This is an optimization exercise on Yosys and OpenROAD, whose aim is small area, a short achievable clock period and few clock cycles per item, not a production implementation. Where RTL was checked, it was by simulation tests only, not by an equivalence proof against the original. For run 1, only the layout was checked, not whether the RTL still works.

==> flow/design.v <==
module Milestone1 (
		input logic Clock,
		input logic Resetn,
		input logic Start,
		output logic Stop,
		output logic   [17:0]   SRAM_address,
		output logic   [15:0]   SRAM_write_data,
		output logic            SRAM_we_n,
		input  logic   [15:0]   SRAM_read_data
);
logic        running;       
logic        vrow;          
logic [4:0]  ph;            
logic [6:0]  c;             
logic [14:0] w;             
logic [2:0]  rdp;           
logic [17:0] rgb;           
logic        lastrow;       
logic        we;            
assign SRAM_we_n = ~we;
logic        a_rd, a_wr, a_isy, a_isv, a_yb;    
logic [1:0]  a_k;
logic        k_odd, k_eveny, k_sh, k_ldu, k_ldv;
logic [5:0]  k_src;         
logic [2:0]  k_wsel;        
logic        fle76, fe77, fe78, fe79;    
wire c79     = fe79;
wire wrap    = ((ph == 5'd9) & ~c79) | (ph == 5'd16);
wire last_wr = running & lastrow & c79 & (ph == 5'd10);
wire [4:0] phN  = wrap ? 5'd0 : ph + 5'd1;
wire [6:0] cN   = wrap ? (c79 ? 7'd0 : c + 7'd1) : c;
wire       vrN  = (wrap & c79) ? 1'b0 : vrow;
wire nle76 = wrap ? ((c <= 7'd75) | c79) : fle76;
wire ne77  = wrap ? (c == 7'd76) : fe77;
wire ne78  = wrap ? fe77 : fe78;
wire ne79  = wrap ? fe78 : fe79;
logic        d_rd, d_wr, d_isy, d_isv, d_yb, d_odd, d_sh, d_ldu, d_ldv, d_ldo;
logic [1:0]  d_k;
logic [5:0]  d_src;
logic [2:0]  d_wsel;
always_comb begin
	logic real_r, le76, le77, le78, e77, e78, e79, upre, vpre, dupn;
	real_r = ~vrN;
	le76 = nle76; le77 = nle76 | ne77; le78 = le77 | ne78;
	e77 = ne77; e78 = ne78; e79 = ne79;
	upre = (real_r & le77) | (e78 & ~lastrow);
	vpre = (real_r & le76) | (e77 & ~lastrow);
	dupn = ~le77;
	d_rd = 1'b0; d_wr = 1'b0; d_isy = 1'b0; d_isv = 1'b0; d_yb = 1'b0; d_k = 2'd0;
	d_odd = 1'b0; d_sh = 1'b0; d_ldu = 1'b0; d_ldv = 1'b0; d_ldo = 1'b0; d_src = 6'd0; d_wsel = 3'd0;
	case (phN)
		5'd0: begin d_rd = upre; d_k = 2'd2; end
		5'd1: begin d_rd = real_r; d_isy = 1'b1; d_yb = 1'b1; end
		5'd2, 5'd3, 5'd4, 5'd7, 5'd8, 5'd9: d_wr = real_r;
		5'd5: begin d_rd = vpre; d_isv = 1'b1; d_k = 2'd3; end
		5'd6: begin
			if (e79) begin d_rd = ~lastrow; d_isv = 1'b1; d_k = 2'd2; end
			else begin d_rd = real_r & le78; d_isy = 1'b1; d_k = 2'd1; end
		end
		5'd10: begin d_rd = ~lastrow; d_k = 2'd2; end
		5'd11: begin d_rd = ~lastrow; d_isv = 1'b1; d_k = 2'd3; end
		5'd13: begin d_rd = ~lastrow; d_isy = 1'b1; d_k = 2'd1; end
		default: ;
	endcase
	d_odd = (phN == 5'd1) | (phN == 5'd6);
	d_ldo = (phN == 5'd1) | (phN == 5'd2) | (phN == 5'd6) | (phN == 5'd7);
	d_wsel[0] = (phN == 5'd2) | (phN == 5'd7);
	d_wsel[1] = (phN == 5'd3) | (phN == 5'd8);
	d_wsel[2] = (phN == 5'd4) | (phN == 5'd9);
	if (e79 & (phN >= 5'd5)) begin
		d_sh = 1'b1;
		case (phN)
			5'd5, 5'd13: d_src = 6'b000001;
			5'd11, 5'd15: d_src = 6'b000010;
			5'd6: d_src = 6'b000100;
			5'd12, 5'd16: d_src = 6'b001000;
			5'd14: d_src = 6'b010000;
			default: d_src = 6'b100000;
		endcase
	end else begin
		case (phN)
			5'd3: begin d_sh = 1'b1; d_src = dupn ? 6'b100000 : 6'b000001; end
			5'd4: begin d_sh = 1'b1; d_src = dupn ? 6'b100000 : 6'b010000; end
			5'd8: begin d_sh = 1'b1; d_src = dupn ? 6'b100000 : 6'b000010; end
			5'd9: begin d_sh = 1'b1; d_src = dupn ? 6'b100000 : 6'b001000; end
			default: ;
		endcase
	end
	d_ldu = ((phN == 5'd4) & upre) | (e79 & (phN == 5'd14));
	d_ldv = ((phN == 5'd9) & vpre) | (e79 & ((phN == 5'd12) | (phN == 5'd15)));
end
wire [17:0] a_x = a_isy ? {{2{vrow}}, w, 1'b0} : {{3{vrow}}, w};
logic [17:0] a_c;
always_comb begin
	case ({a_isy, a_isv, a_k[0]})
		3'b100: a_c = 18'd1;            
		3'b101: a_c = 18'd2;            
		3'b010: a_c = 18'd57602;
		3'b011: a_c = 18'd57603;
		default: a_c = 18'd38402;
	endcase
end
wire [17:0] a_ad = a_x + a_c;
wire go = running & ~last_wr;
always_ff @(posedge Clock or negedge Resetn) begin
	if (~Resetn) begin
		running <= 1'b0; vrow <= 1'b1; ph <= 5'd4; c <= 7'd77; w <= 15'h7ffd;
		fle76 <= 1'b0; fe77 <= 1'b1; fe78 <= 1'b0; fe79 <= 1'b0;
		rgb <= 18'd146944;
		SRAM_address <= 18'd0; we <= 1'b0; Stop <= 1'b0;
	end else begin
		if (Start) running <= 1'b1;
		Stop <= running & lastrow & c79 & (ph == 5'd9);
		if (running) begin
			ph <= phN; c <= cN; vrow <= vrN;
			fle76 <= nle76; fe77 <= ne77; fe78 <= ne78; fe79 <= ne79;
			if (wrap) w <= w + 15'd1;
		end
		if (last_wr) begin
			running <= 1'b0; vrow <= 1'b1; ph <= 5'd4; c <= 7'd77; w <= 15'h7ffd;
			fle76 <= 1'b0; fe77 <= 1'b1; fe78 <= 1'b0; fe79 <= 1'b0;
		end
		we <= a_wr;
		SRAM_address <= a_rd ? a_ad : rgb;
		if (a_wr) rgb <= rgb + 18'd1;
		if (~running) rgb <= 18'd146944;
	end
end
always_ff @(posedge Clock) begin
	lastrow <= ~vrow & (w >= 15'd19120);
	a_rd <= go & d_rd; a_wr <= go & d_wr; a_isy <= d_isy; a_isv <= d_isv; a_yb <= d_yb; a_k <= d_k;
	k_odd <= d_odd; k_eveny <= ~d_odd; k_sh <= go & d_sh; k_ldu <= go & d_ldu; k_ldv <= go & d_ldv;
	k_src <= d_src; k_wsel <= d_wsel;
	rdp <= {rdp[1:0], a_rd};
end
logic [15:0] D;                  
logic [7:0]  pu_hi, pu_lo, pv_hi, pv_lo;
logic [7:0]  ch [0:10];          
logic [9:0]  vhold;              
logic [22:0] yt;                 
logic [8:0]  cu, cv;             
logic [10:0] cu3, cv3;           
logic        nu, nv;
logic [7:0]  b0;
always_ff @(posedge Clock) begin
	if (rdp[2]) D <= SRAM_read_data;
end
logic [7:0] chin;
always_comb begin
	chin = ({8{k_src[0]}} & pv_hi) | ({8{k_src[1]}} & pv_lo) | ({8{k_src[2]}} & pu_hi)
	     | ({8{k_src[3]}} & pu_lo) | ({8{k_src[4]}} & D[15:8]) | ({8{k_src[5]}} & ch[1]);
end
integer i;
always_ff @(posedge Clock) begin
	if (k_sh) begin
		ch[0] <= chin;
		for (i = 1; i <= 10; i = i + 1) ch[i] <= ch[i-1];
	end
	if (k_ldu) begin pu_hi <= D[15:8]; pu_lo <= D[7:0]; end
	if (k_ldv) begin pv_hi <= D[15:8]; pv_lo <= D[7:0]; end
end
logic [8:0] fA, fB, fC;
always_ff @(posedge Clock) begin
	fA <= {1'b0, ch[9]} + {1'b0, chin};
	fB <= {1'b0, ch[7]} + {1'b0, ch[1]};
	fC <= {1'b0, ch[5]} + {1'b0, ch[3]} + 9'd1;
end
wire fl_1 = fA[5] ^ fA[3] ^ fA[1];
wire fl_2 = (fA[5] & fA[3]) | (fA[5] & fA[1]) | (fA[3] & fA[1]);
wire fl_3 = fA[6] ^ fA[4] ^ fA[2];
wire fl_4 = (fA[6] & fA[4]) | (fA[6] & fA[2]) | (fA[4] & fA[2]);
wire fl_5 = ~fB[0] ^ fB[3];
wire fl_6 = ~fB[0] & fB[3];
wire fl_7 = fA[7] ^ fA[5] ^ fA[3];
wire fl_8 = (fA[7] & fA[5]) | (fA[7] & fA[3]) | (fA[5] & fA[3]);
wire fl_9 = ~fB[1] ^ fB[4] ^ fB[5];
wire fl_10 = (~fB[1] & fB[4]) | (~fB[1] & fB[5]) | (fB[4] & fB[5]);
wire fl_11 = fC[0] ^ fC[2];
wire fl_12 = fC[0] & fC[2];
wire fl_13 = fA[8] ^ fA[6] ^ fA[4];
wire fl_14 = (fA[8] & fA[6]) | (fA[8] & fA[4]) | (fA[6] & fA[4]);
wire fl_15 = ~fB[2] ^ fB[5] ^ fB[6];
wire fl_16 = (~fB[2] & fB[5]) | (~fB[2] & fB[6]) | (fB[5] & fB[6]);
wire fl_17 = fC[1] ^ fC[3] ^ ~fC[8];
wire fl_18 = (fC[1] & fC[3]) | (fC[1] & ~fC[8]) | (fC[3] & ~fC[8]);
wire fl_19 = fA[7] ^ fA[5] ^ ~fB[3];
wire fl_20 = (fA[7] & fA[5]) | (fA[7] & ~fB[3]) | (fA[5] & ~fB[3]);
wire fl_21 = fB[6] ^ fB[7] ^ fC[2];
wire fl_22 = (fB[6] & fB[7]) | (fB[6] & fC[2]) | (fB[7] & fC[2]);
wire fl_23 = fC[4] ^ 1'b1;
wire fl_24 = fC[4] & 1'b1;
wire fl_25 = fA[8] ^ fA[6] ^ ~fB[4];
wire fl_26 = (fA[8] & fA[6]) | (fA[8] & ~fB[4]) | (fA[6] & ~fB[4]);
wire fl_27 = fB[7] ^ fB[8] ^ fC[3];
wire fl_28 = (fB[7] & fB[8]) | (fB[7] & fC[3]) | (fB[8] & fC[3]);
wire fl_29 = fC[5] ^ 1'b1;
wire fl_30 = fC[5] & 1'b1;
wire fl_31 = fA[7] ^ ~fB[5] ^ fB[8];
wire fl_32 = (fA[7] & ~fB[5]) | (fA[7] & fB[8]) | (~fB[5] & fB[8]);
wire fl_33 = fC[4] ^ fC[6];
wire fl_34 = fC[4] & fC[6];
wire fl_35 = fA[8] ^ ~fB[6];
wire fl_36 = fA[8] & ~fB[6];
wire fl_37 = fA[3] ^ fA[1];
wire fl_38 = fA[3] & fA[1];
wire fl_39 = fA[4] ^ fA[2] ^ fA[0];
wire fl_40 = (fA[4] & fA[2]) | (fA[4] & fA[0]) | (fA[2] & fA[0]);
wire fl_41 = fB[1] ^ fB[2];
wire fl_42 = fB[1] & fB[2];
wire fl_43 = fl_1 ^ fB[2] ^ fB[3];
wire fl_44 = (fl_1 & fB[2]) | (fl_1 & fB[3]) | (fB[2] & fB[3]);
wire fl_45 = fC[0] ^ ~fC[5] ^ 1'b1;
wire fl_46 = (fC[0] & ~fC[5]) | (fC[0] & 1'b1) | (~fC[5] & 1'b1);
wire fl_47 = fl_2 ^ fl_3 ^ fl_5;
wire fl_48 = (fl_2 & fl_3) | (fl_2 & fl_5) | (fl_3 & fl_5);
wire fl_49 = fB[4] ^ fC[1] ^ ~fC[6];
wire fl_50 = (fB[4] & fC[1]) | (fB[4] & ~fC[6]) | (fC[1] & ~fC[6]);
wire fl_51 = fl_4 ^ fl_6 ^ fl_7;
wire fl_52 = (fl_4 & fl_6) | (fl_4 & fl_7) | (fl_6 & fl_7);
wire fl_53 = fl_9 ^ fl_11 ^ ~fC[7];
wire fl_54 = (fl_9 & fl_11) | (fl_9 & ~fC[7]) | (fl_11 & ~fC[7]);
wire fl_55 = fl_8 ^ fl_10 ^ fl_12;
wire fl_56 = (fl_8 & fl_10) | (fl_8 & fl_12) | (fl_10 & fl_12);
wire fl_57 = fl_13 ^ fl_15 ^ fl_17;
wire fl_58 = (fl_13 & fl_15) | (fl_13 & fl_17) | (fl_15 & fl_17);
wire fl_59 = fl_14 ^ fl_16 ^ fl_18;
wire fl_60 = (fl_14 & fl_16) | (fl_14 & fl_18) | (fl_16 & fl_18);
wire fl_61 = fl_19 ^ fl_21 ^ fl_23;
wire fl_62 = (fl_19 & fl_21) | (fl_19 & fl_23) | (fl_21 & fl_23);
wire fl_63 = fl_20 ^ fl_22 ^ fl_24;
wire fl_64 = (fl_20 & fl_22) | (fl_20 & fl_24) | (fl_22 & fl_24);
wire fl_65 = fl_25 ^ fl_27 ^ fl_29;
wire fl_66 = (fl_25 & fl_27) | (fl_25 & fl_29) | (fl_27 & fl_29);
wire fl_67 = fl_26 ^ fl_28 ^ fl_30;
wire fl_68 = (fl_26 & fl_28) | (fl_26 & fl_30) | (fl_28 & fl_30);
wire fl_69 = fl_31 ^ fl_33 ^ 1'b1;
wire fl_70 = (fl_31 & fl_33) | (fl_31 & 1'b1) | (fl_33 & 1'b1);
wire fl_71 = fl_32 ^ fl_34 ^ fl_35;
wire fl_72 = (fl_32 & fl_34) | (fl_32 & fl_35) | (fl_34 & fl_35);
wire fl_73 = fC[5] ^ fC[7] ^ 1'b1;
wire fl_74 = (fC[5] & fC[7]) | (fC[5] & 1'b1) | (fC[7] & 1'b1);
wire fl_75 = fl_36 ^ ~fB[7] ^ fC[6];
wire fl_76 = (fl_36 & ~fB[7]) | (fl_36 & fC[6]) | (~fB[7] & fC[6]);
wire fl_77 = fC[8] ^ 1'b1;
wire fl_78 = fC[8] & 1'b1;
wire fl_79 = ~fB[8] ^ fC[7];
wire fl_80 = ~fB[8] & fC[7];
wire fl_81 = fA[2] ^ fA[0];
wire fl_82 = fA[2] & fA[0];
wire fl_83 = fl_37 ^ fB[0] ^ fB[1];
wire fl_84 = (fl_37 & fB[0]) | (fl_37 & fB[1]) | (fB[0] & fB[1]);
wire fl_85 = fl_38 ^ fl_39 ^ fl_41;
wire fl_86 = (fl_38 & fl_39) | (fl_38 & fl_41) | (fl_39 & fl_41);
wire fl_87 = fl_40 ^ fl_42 ^ fl_43;
wire fl_88 = (fl_40 & fl_42) | (fl_40 & fl_43) | (fl_42 & fl_43);
wire fl_89 = fl_44 ^ fl_46 ^ fl_47;
wire fl_90 = (fl_44 & fl_46) | (fl_44 & fl_47) | (fl_46 & fl_47);
wire fl_91 = fl_48 ^ fl_50 ^ fl_51;
wire fl_92 = (fl_48 & fl_50) | (fl_48 & fl_51) | (fl_50 & fl_51);
wire fl_93 = fl_52 ^ fl_54 ^ fl_55;
wire fl_94 = (fl_52 & fl_54) | (fl_52 & fl_55) | (fl_54 & fl_55);
wire fl_95 = fl_56 ^ fl_58 ^ fl_59;
wire fl_96 = (fl_56 & fl_58) | (fl_56 & fl_59) | (fl_58 & fl_59);
wire fl_97 = fl_60 ^ fl_62 ^ fl_63;
wire fl_98 = (fl_60 & fl_62) | (fl_60 & fl_63) | (fl_62 & fl_63);
wire fl_99 = fl_64 ^ fl_66 ^ fl_67;
wire fl_100 = (fl_64 & fl_66) | (fl_64 & fl_67) | (fl_66 & fl_67);
wire fl_101 = fl_68 ^ fl_70 ^ fl_71;
wire fl_102 = (fl_68 & fl_70) | (fl_68 & fl_71) | (fl_70 & fl_71);
wire fl_103 = fl_72 ^ fl_74 ^ fl_75;
wire fl_104 = (fl_72 & fl_74) | (fl_72 & fl_75) | (fl_74 & fl_75);
wire fl_105 = fl_76 ^ fl_78 ^ fl_79;
wire fl_106 = (fl_76 & fl_78) | (fl_76 & fl_79) | (fl_78 & fl_79);
wire fl_107 = fA[1] ^ ~fC[1];
wire fl_108 = fA[1] & ~fC[1];
wire fl_109 = fl_81 ^ fB[0] ^ ~fC[2];
wire fl_110 = (fl_81 & fB[0]) | (fl_81 & ~fC[2]) | (fB[0] & ~fC[2]);
wire fl_111 = fl_82 ^ fl_83 ^ ~fC[3];
wire fl_112 = (fl_82 & fl_83) | (fl_82 & ~fC[3]) | (fl_83 & ~fC[3]);
wire fl_113 = fl_84 ^ fl_85 ^ ~fC[4];
wire fl_114 = (fl_84 & fl_85) | (fl_84 & ~fC[4]) | (fl_85 & ~fC[4]);
wire fl_115 = fl_86 ^ fl_87 ^ fl_45;
wire fl_116 = (fl_86 & fl_87) | (fl_86 & fl_45) | (fl_87 & fl_45);
wire fl_117 = fl_88 ^ fl_89 ^ fl_49;
wire fl_118 = (fl_88 & fl_89) | (fl_88 & fl_49) | (fl_89 & fl_49);
wire fl_119 = fl_90 ^ fl_91 ^ fl_53;
wire fl_120 = (fl_90 & fl_91) | (fl_90 & fl_53) | (fl_91 & fl_53);
wire fl_121 = fl_92 ^ fl_93 ^ fl_57;
wire fl_122 = (fl_92 & fl_93) | (fl_92 & fl_57) | (fl_93 & fl_57);
wire fl_123 = fl_94 ^ fl_95 ^ fl_61;
wire fl_124 = (fl_94 & fl_95) | (fl_94 & fl_61) | (fl_95 & fl_61);
wire fl_125 = fl_96 ^ fl_97 ^ fl_65;
wire fl_126 = (fl_96 & fl_97) | (fl_96 & fl_65) | (fl_97 & fl_65);
wire fl_127 = fl_98 ^ fl_99 ^ fl_69;
wire fl_128 = (fl_98 & fl_99) | (fl_98 & fl_69) | (fl_99 & fl_69);
wire fl_129 = fl_100 ^ fl_101 ^ fl_73;
wire fl_130 = (fl_100 & fl_101) | (fl_100 & fl_73) | (fl_101 & fl_73);
wire fl_131 = fl_102 ^ fl_103 ^ fl_77;
wire fl_132 = (fl_102 & fl_103) | (fl_102 & fl_77) | (fl_103 & fl_77);
wire fl_133 = fl_104 ^ fl_105 ^ 1'b1;
wire fl_134 = (fl_104 & fl_105) | (fl_104 & 1'b1) | (fl_105 & 1'b1);
wire fl_135 = fl_106 ^ fl_80 ^ fC[8];
wire fl_136 = (fl_106 & fl_80) | (fl_106 & fC[8]) | (fl_80 & fC[8]);
wire [18:0] fl_a = {1'b1, 1'b1, fl_136, fl_134, fl_132, fl_130, fl_128, fl_126, fl_124, fl_122, fl_120, fl_118, fl_116, fl_114, fl_112, fl_110, fl_108, fl_107, fA[0]};
wire [18:0] fl_b = {1'b0, 1'b0, 1'b1, fl_135, fl_133, fl_131, fl_129, fl_127, fl_125, fl_123, fl_121, fl_119, fl_117, fl_115, fl_113, fl_111, fl_109, 1'b1, ~fC[0]};
wire [8:0]  fl_lo = {1'b0, fl_a[7:0]} + {1'b0, fl_b[7:0]};
logic [10:0] fa, fb;
logic        fc8;
always_ff @(posedge Clock) begin
	fa <= fl_a[18:8]; fb <= fl_b[18:8]; fc8 <= fl_lo[8];
end
wire [10:0] fs = fa + fb + {10'd0, fc8};
wire [9:0]  fr = {fs[10], fs[8:0]};    
wire [10:0] f3 = {2'd0, fr[8:0]} + {1'b0, fr[8:0], 1'b0};
wire [7:0]  eu = ch[6], ev = ch[7];
wire [8:0]  vsel = k_odd ? vhold[8:0] : {1'b0, ev};
wire [10:0] vs3 = {2'd0, vsel} + {1'b0, vsel, 1'b0};
wire [10:0] eu3 = {3'd0, eu} + {2'd0, eu, 1'b0};
wire [7:0] Yv = k_eveny ? D[15:8] : D[7:0];
wire ym_1 = Yv[5] ^ Yv[3];
wire ym_2 = Yv[5] & Yv[3];
wire ym_3 = Yv[6] ^ Yv[4] ^ Yv[2];
wire ym_4 = (Yv[6] & Yv[4]) | (Yv[6] & Yv[2]) | (Yv[4] & Yv[2]);
wire ym_5 = Yv[7] ^ Yv[5] ^ Yv[3];
wire ym_6 = (Yv[7] & Yv[5]) | (Yv[7] & Yv[3]) | (Yv[5] & Yv[3]);
wire ym_7 = Yv[6] ^ Yv[4] ^ Yv[1];
wire ym_8 = (Yv[6] & Yv[4]) | (Yv[6] & Yv[1]) | (Yv[4] & Yv[1]);
wire ym_9 = Yv[7] ^ Yv[5];
wire ym_10 = Yv[7] & Yv[5];
wire ym_11 = Yv[6] ^ Yv[3];
wire ym_12 = Yv[6] & Yv[3];
wire ym_13 = ~Yv[7] ^ Yv[0];
wire ym_14 = ~Yv[7] & Yv[0];
wire ym_15 = Yv[3] ^ Yv[1];
wire ym_16 = Yv[3] & Yv[1];
wire ym_17 = Yv[4] ^ Yv[2] ^ Yv[0];
wire ym_18 = (Yv[4] & Yv[2]) | (Yv[4] & Yv[0]) | (Yv[2] & Yv[0]);
wire ym_19 = ym_1 ^ Yv[1] ^ 1'b1;
wire ym_20 = (ym_1 & Yv[1]) | (ym_1 & 1'b1) | (Yv[1] & 1'b1);
wire ym_21 = ym_2 ^ ym_3 ^ 1'b1;
wire ym_22 = (ym_2 & ym_3) | (ym_2 & 1'b1) | (ym_3 & 1'b1);
wire ym_23 = ym_4 ^ ym_5 ^ Yv[0];
wire ym_24 = (ym_4 & ym_5) | (ym_4 & Yv[0]) | (ym_5 & Yv[0]);
wire ym_25 = ym_6 ^ ym_7 ^ 1'b1;
wire ym_26 = (ym_6 & ym_7) | (ym_6 & 1'b1) | (ym_7 & 1'b1);
wire ym_27 = ym_8 ^ ym_9 ^ Yv[2];
wire ym_28 = (ym_8 & ym_9) | (ym_8 & Yv[2]) | (ym_9 & Yv[2]);
wire ym_29 = ym_10 ^ ym_11 ^ 1'b1;
wire ym_30 = (ym_10 & ym_11) | (ym_10 & 1'b1) | (ym_11 & 1'b1);
wire ym_31 = ym_12 ^ Yv[7] ^ Yv[4];
wire ym_32 = (ym_12 & Yv[7]) | (ym_12 & Yv[4]) | (Yv[7] & Yv[4]);
wire [22:0] ym_a = {1'b0, Yv[7], Yv[6], ym_32, ym_30, ym_28, ym_26, ym_24, ym_22, ym_20, ym_18, ym_16, ym_15, Yv[2], ym_14, ym_13, ~Yv[6], ~Yv[5], ~Yv[4], ~Yv[3], ~Yv[2], ~Yv[1], ~Yv[0]};
wire [22:0] ym_b = {1'b0, 1'b0, 1'b0, Yv[5], ym_31, ym_29, ym_27, ym_25, ym_23, ym_21, ym_19, ym_17, 1'b1, Yv[0], Yv[1], 1'b1, 1'b0, 1'b1, 1'b1, 1'b0, 1'b0, 1'b0, 1'b1};
wire [22:0] ytn = ym_a + ym_b;
always_ff @(posedge Clock) begin
	vhold <= fr;
	yt <= ytn;
	if (k_odd) begin
		cu <= fr[8:0]; cu3 <= f3; nu <= fr[9];
		cv <= vhold[8:0]; cv3 <= vs3; nv <= vhold[9];
	end else begin
		cu <= {1'b0, eu}; cu3 <= eu3; nu <= 1'b0;
		cv <= {1'b0, ev}; cv3 <= vs3; nv <= 1'b0;
	end
end
wire clr_1 = yt[5] ^ cv3[7];
wire clr_2 = yt[5] & cv3[7];
wire clr_3 = yt[6] ^ cv3[8] ^ cv[1];
wire clr_4 = (yt[6] & cv3[8]) | (yt[6] & cv[1]) | (cv3[8] & cv[1]);
wire clr_5 = yt[7] ^ cv3[9] ^ cv[2];
wire clr_6 = (yt[7] & cv3[9]) | (yt[7] & cv[2]) | (cv3[9] & cv[2]);
wire clr_7 = yt[8] ^ cv3[10] ^ cv[3];
wire clr_8 = (yt[8] & cv3[10]) | (yt[8] & cv[3]) | (cv3[10] & cv[3]);
wire clr_9 = yt[9] ^ cv3[0] ^ cv[4];
wire clr_10 = (yt[9] & cv3[0]) | (yt[9] & cv[4]) | (cv3[0] & cv[4]);
wire clr_11 = yt[10] ^ cv3[1] ^ cv[5];
wire clr_12 = (yt[10] & cv3[1]) | (yt[10] & cv[5]) | (cv3[1] & cv[5]);
wire clr_13 = yt[11] ^ cv3[2];
wire clr_14 = yt[11] & cv3[2];
wire clr_15 = yt[12] ^ cv3[3] ^ cv[7];
wire clr_16 = (yt[12] & cv3[3]) | (yt[12] & cv[7]) | (cv3[3] & cv[7]);
wire clr_17 = yt[13] ^ cv3[0] ^ cv3[4];
wire clr_18 = (yt[13] & cv3[0]) | (yt[13] & cv3[4]) | (cv3[0] & cv3[4]);
wire clr_19 = yt[14] ^ cv3[1];
wire clr_20 = yt[14] & cv3[1];
wire clr_21 = yt[15] ^ cv3[2] ^ cv3[6];
wire clr_22 = (yt[15] & cv3[2]) | (yt[15] & cv3[6]) | (cv3[2] & cv3[6]);
wire clr_23 = yt[16] ^ cv3[3] ^ cv3[7];
wire clr_24 = (yt[16] & cv3[3]) | (yt[16] & cv3[7]) | (cv3[3] & cv3[7]);
wire clr_25 = yt[17] ^ cv3[4];
wire clr_26 = yt[17] & cv3[4];
wire clr_27 = yt[18] ^ cv3[5] ^ cv3[9];
wire clr_28 = (yt[18] & cv3[5]) | (yt[18] & cv3[9]) | (cv3[5] & cv3[9]);
wire clr_29 = yt[19] ^ cv3[6];
wire clr_30 = yt[19] & cv3[6];
wire clr_31 = yt[2] ^ cv3[4];
wire clr_32 = yt[2] & cv3[4];
wire clr_33 = yt[3] ^ cv3[5] ^ cv[1];
wire clr_34 = (yt[3] & cv3[5]) | (yt[3] & cv[1]) | (cv3[5] & cv[1]);
wire clr_35 = yt[4] ^ cv3[6] ^ cv[2];
wire clr_36 = (yt[4] & cv3[6]) | (yt[4] & cv[2]) | (cv3[6] & cv[2]);
wire clr_37 = clr_1 ^ cv[0] ^ cv[3];
wire clr_38 = (clr_1 & cv[0]) | (clr_1 & cv[3]) | (cv[0] & cv[3]);
wire clr_39 = clr_2 ^ clr_3 ^ cv[4];
wire clr_40 = (clr_2 & clr_3) | (clr_2 & cv[4]) | (clr_3 & cv[4]);
wire clr_41 = clr_4 ^ clr_5 ^ cv[5];
wire clr_42 = (clr_4 & clr_5) | (clr_4 & cv[5]) | (clr_5 & cv[5]);
wire clr_43 = clr_6 ^ clr_7 ^ cv[6];
wire clr_44 = (clr_6 & clr_7) | (clr_6 & cv[6]) | (clr_7 & cv[6]);
wire clr_45 = clr_8 ^ clr_9 ^ cv[7];
wire clr_46 = (clr_8 & clr_9) | (clr_8 & cv[7]) | (clr_9 & cv[7]);
wire clr_47 = clr_10 ^ clr_11 ^ cv[8];
wire clr_48 = (clr_10 & clr_11) | (clr_10 & cv[8]) | (clr_11 & cv[8]);
wire clr_49 = clr_12 ^ clr_13 ^ cv[6];
wire clr_50 = (clr_12 & clr_13) | (clr_12 & cv[6]) | (clr_13 & cv[6]);
wire clr_51 = clr_14 ^ clr_15 ^ 1'b1;
wire clr_52 = (clr_14 & clr_15) | (clr_14 & 1'b1) | (clr_15 & 1'b1);
wire clr_53 = clr_16 ^ clr_17 ^ cv[8];
wire clr_54 = (clr_16 & clr_17) | (clr_16 & cv[8]) | (clr_17 & cv[8]);
wire clr_55 = clr_18 ^ clr_19 ^ cv3[5];
wire clr_56 = (clr_18 & clr_19) | (clr_18 & cv3[5]) | (clr_19 & cv3[5]);
wire clr_57 = clr_20 ^ clr_21 ^ 1'b1;
wire clr_58 = (clr_20 & clr_21) | (clr_20 & 1'b1) | (clr_21 & 1'b1);
wire clr_59 = clr_22 ^ clr_23 ^ 1'b1;
wire clr_60 = (clr_22 & clr_23) | (clr_22 & 1'b1) | (clr_23 & 1'b1);
wire clr_61 = clr_24 ^ clr_25 ^ cv3[8];
wire clr_62 = (clr_24 & clr_25) | (clr_24 & cv3[8]) | (clr_25 & cv3[8]);
wire clr_63 = clr_26 ^ clr_27 ^ 1'b1;
wire clr_64 = (clr_26 & clr_27) | (clr_26 & 1'b1) | (clr_27 & 1'b1);
wire clr_65 = clr_28 ^ clr_29 ^ cv3[10];
wire clr_66 = (clr_28 & clr_29) | (clr_28 & cv3[10]) | (clr_29 & cv3[10]);
wire clr_67 = clr_30 ^ yt[20] ^ cv3[7];
wire clr_68 = (clr_30 & yt[20]) | (clr_30 & cv3[7]) | (yt[20] & cv3[7]);
wire clr_69 = yt[21] ^ cv3[8];
wire clr_70 = yt[21] & cv3[8];
wire clr_71 = yt[22] ^ cv3[9] ^ 1'b1;
wire clr_72 = (yt[22] & cv3[9]) | (yt[22] & 1'b1) | (cv3[9] & 1'b1);
wire clr_73 = cv3[10] ^ 1'b1;
wire clr_74 = cv3[10] & 1'b1;
wire [27:0] clr_a = {1'b1, clr_74, clr_72, clr_70, clr_68, clr_66, clr_64, clr_62, clr_60, clr_58, clr_56, clr_54, clr_52, clr_50, clr_48, clr_46, clr_44, clr_42, clr_40, clr_38, clr_36, clr_34, clr_32, clr_31, yt[1], yt[0], cv3[1], cv3[0]};
wire [27:0] clr_b = {1'b0, 1'b1, clr_73, clr_71, clr_69, clr_67, clr_65, clr_63, clr_61, clr_59, clr_57, clr_55, clr_53, clr_51, clr_49, clr_47, clr_45, clr_43, clr_41, clr_39, clr_37, clr_35, clr_33, cv[0], cv3[3], cv3[2], 1'b0, 1'b0};
wire [27:0] Rs = clr_a + clr_b;
wire clg_1 = yt[3] ^ ~cu3[2];
wire clg_2 = yt[3] & ~cu3[2];
wire clg_3 = yt[4] ^ ~cu3[3];
wire clg_4 = yt[4] & ~cu3[3];
wire clg_5 = yt[5] ^ ~cu3[4];
wire clg_6 = yt[5] & ~cu3[4];
wire clg_7 = yt[6] ^ ~cu3[5];
wire clg_8 = yt[6] & ~cu3[5];
wire clg_9 = yt[9] ^ ~cu3[8];
wire clg_10 = yt[9] & ~cu3[8];
wire clg_11 = yt[10] ^ ~cu3[9] ^ ~cu[2];
wire clg_12 = (yt[10] & ~cu3[9]) | (yt[10] & ~cu[2]) | (~cu3[9] & ~cu[2]);
wire clg_13 = ~cv[0] ^ ~cv[7];
wire clg_14 = ~cv[0] & ~cv[7];
wire clg_15 = yt[11] ^ ~cu3[0] ^ ~cu3[10];
wire clg_16 = (yt[11] & ~cu3[0]) | (yt[11] & ~cu3[10]) | (~cu3[0] & ~cu3[10]);
wire clg_17 = ~cu[3] ^ ~cv[1] ^ ~cv[8];
wire clg_18 = (~cu[3] & ~cv[1]) | (~cu[3] & ~cv[8]) | (~cv[1] & ~cv[8]);
wire clg_19 = yt[12] ^ ~cu3[1] ^ ~cu[4];
wire clg_20 = (yt[12] & ~cu3[1]) | (yt[12] & ~cu[4]) | (~cu3[1] & ~cu[4]);
wire clg_21 = ~cv3[0] ^ ~cv[2];
wire clg_22 = ~cv3[0] & ~cv[2];
wire clg_23 = yt[13] ^ ~cu3[2] ^ ~cu[5];
wire clg_24 = (yt[13] & ~cu3[2]) | (yt[13] & ~cu[5]) | (~cu3[2] & ~cu[5]);
wire clg_25 = ~cv3[1] ^ ~cv[3] ^ 1'b1;
wire clg_26 = (~cv3[1] & ~cv[3]) | (~cv3[1] & 1'b1) | (~cv[3] & 1'b1);
wire clg_27 = yt[14] ^ ~cu3[3] ^ ~cu[6];
wire clg_28 = (yt[14] & ~cu3[3]) | (yt[14] & ~cu[6]) | (~cu3[3] & ~cu[6]);
wire clg_29 = ~cv3[2] ^ ~cv[4];
wire clg_30 = ~cv3[2] & ~cv[4];
wire clg_31 = yt[15] ^ ~cu3[4] ^ ~cu[7];
wire clg_32 = (yt[15] & ~cu3[4]) | (yt[15] & ~cu[7]) | (~cu3[4] & ~cu[7]);
wire clg_33 = ~cv3[3] ^ ~cv[5];
wire clg_34 = ~cv3[3] & ~cv[5];
wire clg_35 = yt[16] ^ ~cu3[5] ^ ~cu[8];
wire clg_36 = (yt[16] & ~cu3[5]) | (yt[16] & ~cu[8]) | (~cu3[5] & ~cu[8]);
wire clg_37 = ~cv3[4] ^ ~cv[6] ^ 1'b1;
wire clg_38 = (~cv3[4] & ~cv[6]) | (~cv3[4] & 1'b1) | (~cv[6] & 1'b1);
wire clg_39 = yt[17] ^ ~cu3[6] ^ ~cv3[5];
wire clg_40 = (yt[17] & ~cu3[6]) | (yt[17] & ~cv3[5]) | (~cu3[6] & ~cv3[5]);
wire clg_41 = yt[18] ^ ~cu3[7] ^ ~cv3[6];
wire clg_42 = (yt[18] & ~cu3[7]) | (yt[18] & ~cv3[6]) | (~cu3[7] & ~cv3[6]);
wire clg_43 = yt[1] ^ ~cu3[0];
wire clg_44 = yt[1] & ~cu3[0];
wire clg_45 = yt[2] ^ ~cu3[1];
wire clg_46 = yt[2] & ~cu3[1];
wire clg_47 = clg_1 ^ ~cv[0] ^ ~cv[5];
wire clg_48 = (clg_1 & ~cv[0]) | (clg_1 & ~cv[5]) | (~cv[0] & ~cv[5]);
wire clg_49 = clg_2 ^ clg_3 ^ ~cv[1];
wire clg_50 = (clg_2 & clg_3) | (clg_2 & ~cv[1]) | (clg_3 & ~cv[1]);
wire clg_51 = clg_4 ^ clg_5 ^ ~cv[2];
wire clg_52 = (clg_4 & clg_5) | (clg_4 & ~cv[2]) | (clg_5 & ~cv[2]);
wire clg_53 = clg_6 ^ clg_7 ^ ~cv[3];
wire clg_54 = (clg_6 & clg_7) | (clg_6 & ~cv[3]) | (clg_7 & ~cv[3]);
wire clg_55 = clg_8 ^ yt[7] ^ ~cu3[6];
wire clg_56 = (clg_8 & yt[7]) | (clg_8 & ~cu3[6]) | (yt[7] & ~cu3[6]);
wire clg_57 = yt[8] ^ ~cu3[7] ^ ~cu[0];
wire clg_58 = (yt[8] & ~cu3[7]) | (yt[8] & ~cu[0]) | (~cu3[7] & ~cu[0]);
wire clg_59 = clg_9 ^ ~cu[1] ^ ~cv[6];
wire clg_60 = (clg_9 & ~cu[1]) | (clg_9 & ~cv[6]) | (~cu[1] & ~cv[6]);
wire clg_61 = clg_10 ^ clg_11 ^ clg_13;
wire clg_62 = (clg_10 & clg_11) | (clg_10 & clg_13) | (clg_11 & clg_13);
wire clg_63 = clg_12 ^ clg_14 ^ clg_15;
wire clg_64 = (clg_12 & clg_14) | (clg_12 & clg_15) | (clg_14 & clg_15);
wire clg_65 = clg_16 ^ clg_18 ^ clg_19;
wire clg_66 = (clg_16 & clg_18) | (clg_16 & clg_19) | (clg_18 & clg_19);
wire clg_67 = clg_20 ^ clg_22 ^ clg_23;
wire clg_68 = (clg_20 & clg_22) | (clg_20 & clg_23) | (clg_22 & clg_23);
wire clg_69 = clg_24 ^ clg_26 ^ clg_27;
wire clg_70 = (clg_24 & clg_26) | (clg_24 & clg_27) | (clg_26 & clg_27);
wire clg_71 = clg_28 ^ clg_30 ^ clg_31;
wire clg_72 = (clg_28 & clg_30) | (clg_28 & clg_31) | (clg_30 & clg_31);
wire clg_73 = clg_32 ^ clg_34 ^ clg_35;
wire clg_74 = (clg_32 & clg_34) | (clg_32 & clg_35) | (clg_34 & clg_35);
wire clg_75 = clg_36 ^ clg_38 ^ clg_39;
wire clg_76 = (clg_36 & clg_38) | (clg_36 & clg_39) | (clg_38 & clg_39);
wire clg_77 = clg_40 ^ clg_41 ^ ~cv[8];
wire clg_78 = (clg_40 & clg_41) | (clg_40 & ~cv[8]) | (clg_41 & ~cv[8]);
wire clg_79 = clg_42 ^ yt[19] ^ ~cu3[8];
wire clg_80 = (clg_42 & yt[19]) | (clg_42 & ~cu3[8]) | (yt[19] & ~cu3[8]);
wire clg_81 = yt[20] ^ ~cu3[9] ^ ~cv3[8];
wire clg_82 = (yt[20] & ~cu3[9]) | (yt[20] & ~cv3[8]) | (~cu3[9] & ~cv3[8]);
wire clg_83 = yt[21] ^ ~cu3[10];
wire clg_84 = yt[21] & ~cu3[10];
wire clg_85 = yt[22] ^ ~cv3[10];
wire clg_86 = yt[22] & ~cv3[10];
wire clg_87 = clg_43 ^ ~cv[3];
wire clg_88 = clg_43 & ~cv[3];
wire clg_89 = clg_44 ^ clg_45 ^ ~cv[4];
wire clg_90 = (clg_44 & clg_45) | (clg_44 & ~cv[4]) | (clg_45 & ~cv[4]);
wire clg_91 = clg_46 ^ clg_47 ^ 1'b1;
wire clg_92 = (clg_46 & clg_47) | (clg_46 & 1'b1) | (clg_47 & 1'b1);
wire clg_93 = clg_48 ^ clg_49 ^ ~cv[6];
wire clg_94 = (clg_48 & clg_49) | (clg_48 & ~cv[6]) | (clg_49 & ~cv[6]);
wire clg_95 = clg_50 ^ clg_51 ^ ~cv[7];
wire clg_96 = (clg_50 & clg_51) | (clg_50 & ~cv[7]) | (clg_51 & ~cv[7]);
wire clg_97 = clg_52 ^ clg_53 ^ ~cv[8];
wire clg_98 = (clg_52 & clg_53) | (clg_52 & ~cv[8]) | (clg_53 & ~cv[8]);
wire clg_99 = clg_54 ^ clg_55 ^ ~cv[4];
wire clg_100 = (clg_54 & clg_55) | (clg_54 & ~cv[4]) | (clg_55 & ~cv[4]);
wire clg_101 = clg_56 ^ clg_57 ^ ~cv[5];
wire clg_102 = (clg_56 & clg_57) | (clg_56 & ~cv[5]) | (clg_57 & ~cv[5]);
wire clg_103 = clg_58 ^ clg_59 ^ 1'b1;
wire clg_104 = (clg_58 & clg_59) | (clg_58 & 1'b1) | (clg_59 & 1'b1);
wire clg_105 = clg_60 ^ clg_61 ^ 1'b1;
wire clg_106 = (clg_60 & clg_61) | (clg_60 & 1'b1) | (clg_61 & 1'b1);
wire clg_107 = clg_62 ^ clg_63 ^ clg_17;
wire clg_108 = (clg_62 & clg_63) | (clg_62 & clg_17) | (clg_63 & clg_17);
wire clg_109 = clg_64 ^ clg_65 ^ clg_21;
wire clg_110 = (clg_64 & clg_65) | (clg_64 & clg_21) | (clg_65 & clg_21);
wire clg_111 = clg_66 ^ clg_67 ^ clg_25;
wire clg_112 = (clg_66 & clg_67) | (clg_66 & clg_25) | (clg_67 & clg_25);
wire clg_113 = clg_68 ^ clg_69 ^ clg_29;
wire clg_114 = (clg_68 & clg_69) | (clg_68 & clg_29) | (clg_69 & clg_29);
wire clg_115 = clg_70 ^ clg_71 ^ clg_33;
wire clg_116 = (clg_70 & clg_71) | (clg_70 & clg_33) | (clg_71 & clg_33);
wire clg_117 = clg_72 ^ clg_73 ^ clg_37;
wire clg_118 = (clg_72 & clg_73) | (clg_72 & clg_37) | (clg_73 & clg_37);
wire clg_119 = clg_74 ^ clg_75 ^ ~cv[7];
wire clg_120 = (clg_74 & clg_75) | (clg_74 & ~cv[7]) | (clg_75 & ~cv[7]);
wire clg_121 = clg_76 ^ clg_77 ^ 1'b1;
wire clg_122 = (clg_76 & clg_77) | (clg_76 & 1'b1) | (clg_77 & 1'b1);
wire clg_123 = clg_78 ^ clg_79 ^ ~cv3[7];
wire clg_124 = (clg_78 & clg_79) | (clg_78 & ~cv3[7]) | (clg_79 & ~cv3[7]);
wire clg_125 = clg_80 ^ clg_81 ^ 1'b1;
wire clg_126 = (clg_80 & clg_81) | (clg_80 & 1'b1) | (clg_81 & 1'b1);
wire clg_127 = clg_82 ^ clg_83 ^ ~cv3[9];
wire clg_128 = (clg_82 & clg_83) | (clg_82 & ~cv3[9]) | (clg_83 & ~cv3[9]);
wire clg_129 = clg_84 ^ clg_85 ^ 1'b1;
wire clg_130 = (clg_84 & clg_85) | (clg_84 & 1'b1) | (clg_85 & 1'b1);
wire [27:0] clg_a = {1'b1, 1'b1, clg_130, clg_128, clg_126, clg_124, clg_122, clg_120, clg_118, clg_116, clg_114, clg_112, clg_110, clg_108, clg_106, clg_104, clg_102, clg_100, clg_98, clg_96, clg_94, clg_92, clg_90, clg_88, clg_87, yt[0], ~cv[1], ~cv[0]};
wire [27:0] clg_b = {1'b0, 1'b0, clg_86, clg_129, clg_127, clg_125, clg_123, clg_121, clg_119, clg_117, clg_115, clg_113, clg_111, clg_109, clg_107, clg_105, clg_103, clg_101, clg_99, clg_97, clg_95, clg_93, clg_91, clg_89, 1'b1, ~cv[2], 1'b0, 1'b1};
wire [27:0] Gs = clg_a + clg_b;
wire clb_1 = yt[8] ^ cu[0] ^ cu[3];
wire clb_2 = (yt[8] & cu[0]) | (yt[8] & cu[3]) | (cu[0] & cu[3]);
wire clb_3 = yt[9] ^ cu[1] ^ cu[4];
wire clb_4 = (yt[9] & cu[1]) | (yt[9] & cu[4]) | (cu[1] & cu[4]);
wire clb_5 = yt[10] ^ cu[2] ^ cu[5];
wire clb_6 = (yt[10] & cu[2]) | (yt[10] & cu[5]) | (cu[2] & cu[5]);
wire clb_7 = yt[11] ^ cu[3] ^ cu[6];
wire clb_8 = (yt[11] & cu[3]) | (yt[11] & cu[6]) | (cu[3] & cu[6]);
wire clb_9 = yt[5] ^ cu[0];
wire clb_10 = yt[5] & cu[0];
wire clb_11 = yt[6] ^ cu[1] ^ cu3[5];
wire clb_12 = (yt[6] & cu[1]) | (yt[6] & cu3[5]) | (cu[1] & cu3[5]);
wire clb_13 = yt[7] ^ cu[2] ^ cu3[6];
wire clb_14 = (yt[7] & cu[2]) | (yt[7] & cu3[6]) | (cu[2] & cu3[6]);
wire clb_15 = clb_1 ^ cu3[7] ^ cu3[10];
wire clb_16 = (clb_1 & cu3[7]) | (clb_1 & cu3[10]) | (cu3[7] & cu3[10]);
wire clb_17 = clb_2 ^ clb_3 ^ cu3[8];
wire clb_18 = (clb_2 & clb_3) | (clb_2 & cu3[8]) | (clb_3 & cu3[8]);
wire clb_19 = clb_4 ^ clb_5 ^ cu3[9];
wire clb_20 = (clb_4 & clb_5) | (clb_4 & cu3[9]) | (clb_5 & cu3[9]);
wire clb_21 = clb_6 ^ clb_7 ^ cu3[10];
wire clb_22 = (clb_6 & clb_7) | (clb_6 & cu3[10]) | (clb_7 & cu3[10]);
wire clb_23 = clb_8 ^ yt[12] ^ cu[4];
wire clb_24 = (clb_8 & yt[12]) | (clb_8 & cu[4]) | (yt[12] & cu[4]);
wire clb_25 = yt[13] ^ cu[5];
wire clb_26 = yt[13] & cu[5];
wire clb_27 = yt[1] ^ cu3[0];
wire clb_28 = yt[1] & cu3[0];
wire clb_29 = yt[2] ^ cu3[1] ^ cu3[4];
wire clb_30 = (yt[2] & cu3[1]) | (yt[2] & cu3[4]) | (cu3[1] & cu3[4]);
wire clb_31 = yt[3] ^ cu3[2] ^ cu3[5];
wire clb_32 = (yt[3] & cu3[2]) | (yt[3] & cu3[5]) | (cu3[2] & cu3[5]);
wire clb_33 = yt[4] ^ cu3[3] ^ cu3[6];
wire clb_34 = (yt[4] & cu3[3]) | (yt[4] & cu3[6]) | (cu3[3] & cu3[6]);
wire clb_35 = clb_9 ^ cu3[4] ^ cu3[7];
wire clb_36 = (clb_9 & cu3[4]) | (clb_9 & cu3[7]) | (cu3[4] & cu3[7]);
wire clb_37 = clb_10 ^ clb_11 ^ cu3[8];
wire clb_38 = (clb_10 & clb_11) | (clb_10 & cu3[8]) | (clb_11 & cu3[8]);
wire clb_39 = clb_12 ^ clb_13 ^ cu3[9];
wire clb_40 = (clb_12 & clb_13) | (clb_12 & cu3[9]) | (clb_13 & cu3[9]);
wire clb_41 = clb_14 ^ clb_15 ^ 1'b1;
wire clb_42 = (clb_14 & clb_15) | (clb_14 & 1'b1) | (clb_15 & 1'b1);
wire clb_43 = clb_16 ^ clb_17 ^ 1'b1;
wire clb_44 = (clb_16 & clb_17) | (clb_16 & 1'b1) | (clb_17 & 1'b1);
wire clb_45 = clb_18 ^ clb_19 ^ 1'b1;
wire clb_46 = (clb_18 & clb_19) | (clb_18 & 1'b1) | (clb_19 & 1'b1);
wire clb_47 = clb_20 ^ clb_21 ^ 1'b1;
wire clb_48 = (clb_20 & clb_21) | (clb_20 & 1'b1) | (clb_21 & 1'b1);
wire clb_49 = clb_22 ^ clb_23 ^ cu[7];
wire clb_50 = (clb_22 & clb_23) | (clb_22 & cu[7]) | (clb_23 & cu[7]);
wire clb_51 = clb_24 ^ clb_25 ^ cu[8];
wire clb_52 = (clb_24 & clb_25) | (clb_24 & cu[8]) | (clb_25 & cu[8]);
wire clb_53 = clb_26 ^ yt[14] ^ cu[6];
wire clb_54 = (clb_26 & yt[14]) | (clb_26 & cu[6]) | (yt[14] & cu[6]);
wire clb_55 = yt[15] ^ cu[0] ^ cu[7];
wire clb_56 = (yt[15] & cu[0]) | (yt[15] & cu[7]) | (cu[0] & cu[7]);
wire clb_57 = yt[16] ^ cu[1] ^ cu[8];
wire clb_58 = (yt[16] & cu[1]) | (yt[16] & cu[8]) | (cu[1] & cu[8]);
wire clb_59 = yt[17] ^ cu[2];
wire clb_60 = yt[17] & cu[2];
wire clb_61 = yt[18] ^ cu[3];
wire clb_62 = yt[18] & cu[3];
wire clb_63 = yt[19] ^ cu[4] ^ 1'b1;
wire clb_64 = (yt[19] & cu[4]) | (yt[19] & 1'b1) | (cu[4] & 1'b1);
wire clb_65 = yt[20] ^ cu[5] ^ 1'b1;
wire clb_66 = (yt[20] & cu[5]) | (yt[20] & 1'b1) | (cu[5] & 1'b1);
wire clb_67 = yt[21] ^ cu[6] ^ 1'b1;
wire clb_68 = (yt[21] & cu[6]) | (yt[21] & 1'b1) | (cu[6] & 1'b1);
wire clb_69 = yt[22] ^ cu[7];
wire clb_70 = yt[22] & cu[7];
wire clb_71 = cu[8] ^ 1'b1;
wire clb_72 = cu[8] & 1'b1;
wire [27:0] clb_a = {1'b1, clb_72, clb_70, clb_68, clb_66, clb_64, clb_62, clb_60, clb_58, clb_56, clb_54, clb_52, clb_50, clb_48, clb_46, clb_44, clb_42, clb_40, clb_38, clb_36, clb_34, clb_32, clb_30, clb_28, clb_27, yt[0], cu3[1], cu3[0]};
wire [27:0] clb_b = {1'b0, 1'b1, clb_71, clb_69, clb_67, clb_65, clb_63, clb_61, clb_59, clb_57, clb_55, clb_53, clb_51, clb_49, clb_47, clb_45, clb_43, clb_41, clb_39, clb_37, clb_35, clb_33, clb_31, clb_29, cu3[3], cu3[2], 1'b0, 1'b0};
wire [27:0] Bs = clb_a + clb_b;
logic [29:0] o;                  
wire [9:0] Rq = {Rs[27] | nv, |Rs[26:24], Rs[23:16]};
wire [9:0] Gq = {Gs[27] | nu | nv, |Gs[26:24], Gs[23:16]};
wire [9:0] Bq = {Bs[27] | nu, |Bs[26:24], Bs[23:16]};
function automatic [7:0] clip(input logic [9:0] q);
	clip = q[9] ? 8'd0 : q[8] ? 8'd255 : q[7:0];
endfunction
wire [7:0] oR = clip(o[29:20]), oG = clip(o[19:10]), oB = clip(o[9:0]);
logic [15:0] gb;
always_ff @(posedge Clock) begin
	o <= {Rq, Gq, Bq};
	b0 <= oB;
	gb <= {oG, oB};
	SRAM_write_data <= ({16{k_wsel[0]}} & {oR, oG}) | ({16{k_wsel[1]}} & {b0, oR})
	                 | ({16{k_wsel[2]}} & gb);
end
endmodule
==> flow/flow/run.sh <==
#!/bin/bash
set -euo pipefail
export SETUP_SLACK_MARGIN=9.3
export TNS_END_PERCENT=10
export BUFFER_PORTS_ARGS="-buffer_cell sky130_fd_sc_hd__buf_4"
bash standard.sh > standard.log 2>&1
==> flow/standard.sh <==
#!/bin/bash
# synth_recipe.tcl (not shown) runs the flow's synth.tcl, then flattens the netlist and writes it again
# the make line also repeats each setting of config.mk as NAME=value (left out here)
make -C /OpenROAD-flow-scripts/flow DESIGN_CONFIG=/design/flow/config.mk WORK_HOME=/design/flow/orfs CLKGATE_MAP_FILE= SYNTH_SCRIPT=/design/flow/synth_recipe.tcl "${@:-finish}"
==> flow/config.mk <==
export PLATFORM = sky130hd
export DESIGN_NAME = Milestone1
export DESIGN_NICKNAME = Milestone1
export VERILOG_FILES = /design/flow/design.v
export SDC_FILE = /design/flow/constraint.sdc
export NUM_CORES = 4
export LEC_CHECK = 0
export CAP_MARGIN = 20
export CORE_MARGIN = 2
export CORE_UTILIZATION = 30
export CTS_CLUSTER_DIAMETER = 140
export CTS_CLUSTER_SIZE = 24
export PLACE_DENSITY = 0.5
export SLEW_MARGIN = 20
==> flow/constraint.sdc <==
create_clock -name core_clock -period 13.0 [get_ports {Clock}]
set_input_delay 2.6000 -clock core_clock [delete_from_list [all_inputs] [get_ports {Clock}]]
set_output_delay 2.6000 -clock core_clock [all_outputs]
set_load 0.01 [all_outputs]
==> results.toml, run 1 <==
[worst_hold_path]
holdPathEnd = "rdp[1]$_DFF_P_"
hold_start = "rdp[0]$_DFF_P_"
holdPathStages = 0
hp-class = "reg -> reg"

[synthesis]
synth.yosys.seq_area_share_pct = 40.9
ys_top_cells_by_area = "dfxtp_1, edfxtp_1, fa_1, ha_1, inv_1"
synth_area_um2 = 23800
synth_ff_type = "dfxtp_1"
yosys_warnings = 2
syn_inst = 2214
syn_area_per_cell_um2 = 10.7
synth_commonest_cells = "inv_1, ha_1, dfxtp_1, nor2_1, fa_1"
synthArstFlopShare_pct = 17.7
ys_types = 77
synth_top_area_cell = "dfxtp_1"
synth.net_count = 2632
yosysMostFrequentCell = "inv_1"
synth_top_area_share_pct = 17.1
ys_seq_elements = 402
synth-edff-count = 128

[grt]
grt_max_degree = 81
grt_pass1_wl_um = 92000
grt_overflow = 0
antenna_found_initial = 0
grt_pass1_vias = 16400
grt_usage_pct = 14.1

[route]
num_vias = 15400
drt_wl_total_um = 56900
postRouteAntennaNets = 0
drc = 0
vias_per_cell = 4.63
initialDrtViolationCount = 923
dr.pass1.iters = 7
drt-wirelength-per-cell_um = 17.1

[cts]
cts_tree = "yes"
clock_path_buffers = 3
clkSinkCount = 402
path_clk_slew_ns = 0.11
cts-root-buf = "clkbuf_16"
cts_buffers = 20
clk_latency_ns = 0.57
h-tree-depth = 1

[setup_path]
critPathKind = "reg -> reg"
cp.arrival_ns = 4.44
rr_worst_depth = 16
r2r_setup_slack_ns = 9.05
cp-end-kind = "flop"
path_max_fanout = 3
required_ns = 13.49
crit_start = "cu[0]$_DFF_P_"
start_kind = "flop"
reg2reg_to = "o[17]$_DFF_P_"
reg2reg_from = "cu[0]$_DFF_P_"

[floorplan]
core_area_um2 = 78700
rows = 103
die-area_um2 = 81500
die_h_um = 285
die_w_um = 285
initial_utilization_pct = 30.2
ios = 55

[sta]
maxSlewViolCount = 0
period_share_pct = 30.4
layout_min_cycle_time_ns = 3.95
setup_viol = 0
tightest_slew_ns = 1.02
max_freq_mhz = 253
fin_tns_setup_ns = 0
rsz0062_at_grt = "yes"
fin_skew_ns = 0.0225
hold_ws_ns = 0.337
hold_violations = 0
relSlewSlack_pct = 32.1

[place]
gp_congestion = 0.874
placed_cells = 3274
dp_hpwl_um = 45200
io_buffers = 54

[finish]
nets = 2682
n_antenna_cell = 0
fillerInstances = 7919
area_delta_synth_final_pct = 10.6
instances_no_fill = 3327
layout-drive-gt1-share_pct = 10.2

[run_status]
outcome = "no timing/DRC/antenna violations"

[flow_run]
drv_cap = 0
## cells by family after synthesis
group,Yosys count,synth area share [%]
AO/OA/AOI/OAI,394,11.3
multiplexers,54,2.45
XOR/XNOR,114,4.20
buffers and inverters,414,6.59
flip-flops,402,40.9
AND/OR/NAND/NOR,437,8.61
adder cells (fa/ha/maj),399,26.0
## stage by stage
stage / util [%] / setup WS [ns] / instance area (µm²)
3_5_place_dp: 32.2 / 8.78 / 25400
6_report: 33.4 / 9.05 / 26300
4_1_cts: 33.2 / 9.06 / 26200
3_3_place_gp: 32.2 / 8.85 / 25400
2_1_floorplan: - / 9.21 / 23800
5_1_grt: 33.4 / 8.89 / 26300
## per-layer routing
| metal | routed length [µm] | up-vias | GRT usage, % | share of wire (%) |
|---|---|---|---|---|
| li1 | - | 7568 | - | - |
| met1 | 26700 | 7619 | 19.0 | 47 |
| met2 | 28200 | 195 | 25.3 | 50 |
| met3 | 1430 | 35 | 1.11 | 2.5 |
| met4 | 595 | 0 | 1.95 | 1.0 |
| met5 | 0 | - | 0 | 0 |
## worst max-delay path: stages, from the launching register on
cell      delay, ns
dfxtp_4        0.37
fa_1           0.55
inv_2          0.05
fa_1           0.49
inv_2          0.04
fa_1           0.54
inv_2          0.05
ha_4           0.22
and3_4         0.16
a221oi_2       0.23
o211ai_1       0.13
o311a_1        0.36
o21a_1         0.20
buf_4          0.13
buf_4          0.12
nor2_1         0.10
xnor2_1        0.12
## layout by cell type, fill, tap and decap left out, types with 13 or more instances in the layout
cell and count:
nand2_1 94, nand3_1 48, and3_1 17, dfxtp_1 186, a31oi_1 13, o21a_1 24
edfxtp_1 128, o21bai_1 22, inv_1 358, a21oi_1 97, clkbuf_16 20, a222oi_1 16
buf_4 76, a22oi_1 28, ha_1 238, a21o_1 32, dfstp_2 27, and2_1 14
xor2_1 45, mux2i_1 18, nor2b_1 15, fa_1 155, dfrtp_1 44, nand2b_1 13
xnor2_1 69, mux2_2 33, o21ai_0 61, nor3_1 24, nor2_1 158
## flip-flops by register name (all words and copies together) (netlist names), 10 cells and up
| register | count |
|---|---|
| gb | 16 |
| ch | 80 |
| SRAM_write_data | 16 |
| cu3 | 10 |
| w | 15 |
| vhold | 10 |
| yt | 23 |
| SRAM_address | 18 |
| rgb | 18 |
| cv3 | 11 |
| o | 30 |
| D | 16 |
## timing repair
| action | CTS | global route |
|---|---|---|
| pin swaps | 15 | 14 |
| buffers inserted | 10 | 7 |
| endpoints found under the setup margin | 46 | 53 |
| hold endpoints to repair | 0 | 0 |
| gates resized for setup | 42 | 18 |
| gates cloned | 0 | 0 |
| hold buffers | 0 | 0 |
## worst max-delay path by stage
stage / to / cells after the start
finish: o[17]$_DFF_P_ / 16
global route: o[19]$_DFF_P_ / 15
CTS: o[19]$_DFF_P_ / 16
detailed placement: o[19]$_DFF_P_ / 13
global placement: yt[21]$_DFF_P_ / 13
floorplan: o[19]$_DFF_P_ / 14
## cell type report
| type | instances | area (µm²) | share of cell area, % |
|---|---|---|---|
| clock inverter | 3 | 26.3 | 0.100 |
| tap | 1050 | 1310 | 5.00 |
| multi-input combinational | 1398 | 12700 | 48.2 |
| inverter | 365 | 1370 | 5.21 |
| clock buffer | 32 | 546 | 2.08 |
| sequential | 402 | 9760 | 37.2 |
| timing repair buffer | 77 | 591 | 2.25 |
==> run 2, diff against run 1 <==
--- a/flow/design.v
+++ b/flow/design.v
@@ -20,7 +20,7 @@
 assign SRAM_we_n = ~we;
 logic        a_rd, a_wr, a_isy, a_isv, a_yb;    
 logic [1:0]  a_k;
-logic        k_odd, k_eveny, k_sh, k_ldu, k_ldv;
+logic        k_odd, k_ybus, k_sh, k_ldu, k_ldv;
 logic [5:0]  k_src;         
 logic [2:0]  k_wsel;        
 logic        fle76, fe77, fe78, fe79;    
@@ -34,7 +34,7 @@
 wire ne77  = wrap ? (c == 7'd76) : fe77;
 wire ne78  = wrap ? fe77 : fe78;
 wire ne79  = wrap ? fe78 : fe79;
-logic        d_rd, d_wr, d_isy, d_isv, d_yb, d_odd, d_sh, d_ldu, d_ldv, d_ldo;
+logic        d_rd, d_wr, d_isy, d_isv, d_yb, d_odd, d_ybus, d_sh, d_ldu, d_ldv, d_ldo;
 logic [1:0]  d_k;
 logic [5:0]  d_src;
 logic [2:0]  d_wsel;
@@ -63,6 +63,7 @@
 		default: ;
 	endcase
 	d_odd = (phN == 5'd1) | (phN == 5'd6);
+	d_ybus = (phN == 5'd4) | (phN == 5'd9) | (e79 & (phN == 5'd16));
 	d_ldo = (phN == 5'd1) | (phN == 5'd2) | (phN == 5'd6) | (phN == 5'd7);
 	d_wsel[0] = (phN == 5'd2) | (phN == 5'd7);
 	d_wsel[1] = (phN == 5'd3) | (phN == 5'd8);
@@ -129,7 +130,7 @@
 always_ff @(posedge Clock) begin
 	lastrow <= ~vrow & (w >= 15'd19120);
 	a_rd <= go & d_rd; a_wr <= go & d_wr; a_isy <= d_isy; a_isv <= d_isv; a_yb <= d_yb; a_k <= d_k;
-	k_odd <= d_odd; k_eveny <= ~d_odd; k_sh <= go & d_sh; k_ldu <= go & d_ldu; k_ldv <= go & d_ldv;
+	k_odd <= d_odd; k_ybus <= d_ybus; k_sh <= go & d_sh; k_ldu <= go & d_ldu; k_ldv <= go & d_ldv;
 	k_src <= d_src; k_wsel <= d_wsel;
 	rdp <= {rdp[1:0], a_rd};
 end
@@ -316,7 +317,10 @@
 wire [8:0]  vsel = k_odd ? vhold[8:0] : {1'b0, ev};
 wire [10:0] vs3 = {2'd0, vsel} + {1'b0, vsel, 1'b0};
 wire [10:0] eu3 = {3'd0, eu} + {2'd0, eu, 1'b0};
-wire [7:0] Yv = k_eveny ? D[15:8] : D[7:0];
+logic [7:0] Yv;
+always_ff @(posedge Clock) begin
+	Yv <= k_ybus ? SRAM_read_data[15:8] : D[7:0];
+end
 wire ym_1 = Yv[5] ^ Yv[3];
 wire ym_2 = Yv[5] & Yv[3];
 wire ym_3 = Yv[6] ^ Yv[4] ^ Yv[2];
@@ -648,17 +652,14 @@
 wire [27:0] clb_a = {1'b1, clb_72, clb_70, clb_68, clb_66, clb_64, clb_62, clb_60, clb_58, clb_56, clb_54, clb_52, clb_50, clb_48, clb_46, clb_44, clb_42, clb_40, clb_38, clb_36, clb_34, clb_32, clb_30, clb_28, clb_27, yt[0], cu3[1], cu3[0]};
 wire [27:0] clb_b = {1'b0, 1'b1, clb_71, clb_69, clb_67, clb_65, clb_63, clb_61, clb_59, clb_57, clb_55, clb_53, clb_51, clb_49, clb_47, clb_45, clb_43, clb_41, clb_39, clb_37, clb_35, clb_33, clb_31, clb_29, cu3[3], cu3[2], 1'b0, 1'b0};
 wire [27:0] Bs = clb_a + clb_b;
-logic [29:0] o;                  
-wire [9:0] Rq = {Rs[27] | nv, |Rs[26:24], Rs[23:16]};
-wire [9:0] Gq = {Gs[27] | nu | nv, |Gs[26:24], Gs[23:16]};
-wire [9:0] Bq = {Bs[27] | nu, |Bs[26:24], Bs[23:16]};
-function automatic [7:0] clip(input logic [9:0] q);
-	clip = q[9] ? 8'd0 : q[8] ? 8'd255 : q[7:0];
+logic [37:0] o;                  
+always_ff @(posedge Clock) o <= {Rs[27:16], Gs[27:16], Bs[27:16], nu, nv};
+function automatic [7:0] clip(input logic [11:0] x, input logic z);
+	clip = (z | x[11]) ? 8'd0 : (|x[10:8]) ? 8'd255 : x[7:0];
 endfunction
-wire [7:0] oR = clip(o[29:20]), oG = clip(o[19:10]), oB = clip(o[9:0]);
+wire [7:0] oR = clip(o[37:26], o[0]), oG = clip(o[25:14], o[1] | o[0]), oB = clip(o[13:2], o[1]);
 logic [15:0] gb;
 always_ff @(posedge Clock) begin
-	o <= {Rq, Gq, Bq};
 	b0 <= oB;
 	gb <= {oG, oB};
 	SRAM_write_data <= ({16{k_wsel[0]}} & {oR, oG}) | ({16{k_wsel[1]}} & {b0, oR})
--- a/flow/config.mk
+++ b/flow/config.mk
@@ -7,8 +7,8 @@
 export LEC_CHECK = 0
 export CAP_MARGIN = 20
 export CORE_MARGIN = 2
-export CORE_UTILIZATION = 30
+export CORE_UTILIZATION = 55
 export CTS_CLUSTER_DIAMETER = 140
 export CTS_CLUSTER_SIZE = 24
-export PLACE_DENSITY = 0.5
+export PLACE_DENSITY = 0.75
 export SLEW_MARGIN = 20
==> run 2 against run 1 <==
Compared with the run above: still clean; cell count decreased by 13%; sequential share of layout area rose by 1.2 points; die area decreased by 43%; non-clock buffer count down 15; worst hold slack improved by 0.00075 ns; register-to-register slack better by 0.17 ns; utilization grew 26 points; fmax increased by 4.6%; via count up 6.3%; critical endpoint is now o[12]$_DFF_P_; highest routed layer unchanged.
==> results.toml, run 2 <==
[grt]
grt_max_degree = 81
grt_overflow = 0
grt_usage_pct = 23.5
grt_pass1_vias = 16700
grt_pass1_wl_um = 87800

[route]
vias_per_cell = 5.65
drt-wirelength-per-cell_um = 18.4
drc = 0
num_vias = 16400
postRouteAntennaNets = 0
drt_wl_total_um = 53400
dr.pass1.iters = 5
initialDrtViolationCount = 972

[floorplan]
core_area_um2 = 44100
ios = 55
initial_utilization_pct = 55.7
rows = 77

[cts]
clk_latency_ns = 0.56
h-tree-depth = 1
cts-root-buf = "clkbuf_16"
clkSinkCount = 418
cts_tree = "yes"
cts_buffers = 21

[finish]
area_delta_synth_final_pct = 7.01
nets = 2716
n_antenna_cell = 0

[synthesis]
synth_top_area_share_pct = 17.8
synth_commonest_cells = "inv_1, ha_1, dfxtp_1, fa_1, edfxtp_1"
synth-edff-count = 128
ys_top_cells_by_area = "dfxtp_1, edfxtp_1, fa_1, ha_1, inv_1"
yosys_warnings = 2
synth_area_um2 = 24600
yosysMostFrequentCell = "inv_1"

[sta]
setup_viol = 0
max_freq_mhz = 265
relSlewSlack_pct = 31.0
hold_violations = 0
maxSlewViolCount = 0

[setup_path]
cp-end-kind = "flop"
start_kind = "flop"
worstPathCellList = "fa_1 > inv_1 > fa_1 > inv_1 > fa_1 > ha_1 > and3_1 > o21bai_1 > o211a_1 > a21oi_1 > a21bo_2 > or4_1 > and3_1"
cp.arrival_ns = 4.24

[run_status]
outcome = "no timing/DRC/antenna violations"

[place]
gp_congestion = 0.956
-- run 2: changes by cell type in the layout (fill, tap and decap cells not counted), moves of 11 or more --
cell	previous run	this run
buf_4	76	62
dfxtp_1	186	197
a21oi_1	97	112
nor2_1	158	102
o211ai_1	6	17
a222oi_1	16	0
inv_1	358	342
or3_1	8	20
-- run 2: critical path, delay by kind of cell (launching register included) --
kind | cells | cell delay, ns
flops | 1 | 0.39
fa+ha+maj | 4 | 1.61
simple gates | 3 | 0.79
buf+inv | 2 | 0.13
compound gates | 4 | 0.74
-- run 2: routing by layer --
metal / part of all wire, % / track usage (%) / vias to the layer above
li1: - / - / 7809
met1: 45 / 32.3 / 8057
met2: 48 / 40.3 / 426
met3: 4.1 / 2.09 / 99
met4: 2.7 / 6.28 / 0
met5: 0 / 0 / -
-- run 2: logic make-up (layout without fill, tap and decap cells) --
family,Yosys count,in the layout,share of synthesized area [%]
multiplexers,52,52,2.32
buffers and inverters,402,444,6.21
adder cells (fa/ha/maj),399,399,25.1
XOR/XNOR,124,124,4.45
AO/OA/AOI/OAI,451,451,12.4
AND/OR/NAND/NOR,422,422,8.68
flip-flops,418,418,40.9
-- run 2: final timing paths --
check                               start          endpoint  slack (ns)  depth (start not counted)
hold reg to reg            rdp[1]$_DFF_P_    rdp[2]$_DFF_P_        0.34                          0
setup / recovery            cu[3]$_DFF_P_     o[12]$_DFF_P_        9.22                         13
max in group asynchronous          Resetn  c[5]$_DFFE_PN0P_       10.26                          1
min in group asynchronous          Resetn      we$_DFF_PN0_        2.17                          1
hold / removal             rdp[1]$_DFF_P_    rdp[2]$_DFF_P_        0.34                          0
setup reg to reg            cu[3]$_DFF_P_     o[12]$_DFF_P_        9.22                         13
-- run 2: what timing repair did --
action                     4_1_cts  5_1_grt
hold buffers                     0        0
setup endpoints to repair       22       34
setup buffers                    2        2
gates cloned                     0        0
pin swaps                        4       11
resized for setup               21       39
-- run 2: per-stage QoR --
step | setup WS (ns) | hold WS (ns) | utilization, % | instance area, µm² | cells
floorplan | 9.33 | 0.310 | - | 24600 | 2268
global placement | 8.89 | 0.312 | 57.9 | 25500 | 2863
detailed placement | 8.85 | 0.312 | 57.9 | 25500 | 2863
CTS | 9.25 | 0.335 | 59.3 | 26200 | 2900
global route | 9.15 | 0.342 | 59.6 | 26300 | 2902
finish | 9.22 | 0.337 | 59.6 | 26300 | 2902
-- run 2: layout make-up --
type	instances	area, µm²
multi-input combinational	1448	13100
inverter	347	1310
fill	3642	17800
sequential	418	10100
timing repair buffer	62	465
clock buffer	33	571
clock inverter	2	25.0
tap	592	741
Testbench counts of run 2, summed over its fixed seeds: cycles 774,832, frames 4.

## what the ideal ports hide
How much do the figures lean on ideal ports? The routed layouts below were timed once more, with nothing changed but the port constraints.
Step 1 assumes that a clkbuf_16 drives the clock port and a buf_2 every other input.
Step 2 times the ports against the registers' clock, not the clock port: input delays grow and output delays shrink by t, the midpoint of the rising clock arrivals with the driver on.
Slacks: ideal / step 1 / step 2; pairs: ideal / step 1.
| run | t, ns | slack for setup (ns) | hold WS [ns] |
|---|---|---|---|
| run 1 | 0.617 | 9.052 / 9.052 / 9.052 | 0.337 / 0.337 / 0.337 |
| run 2 | 0.604 | 9.225 / 9.225 / 9.225 | 0.337 / 0.337 / 0.337 |
After both steps every run listed still meets setup and hold.
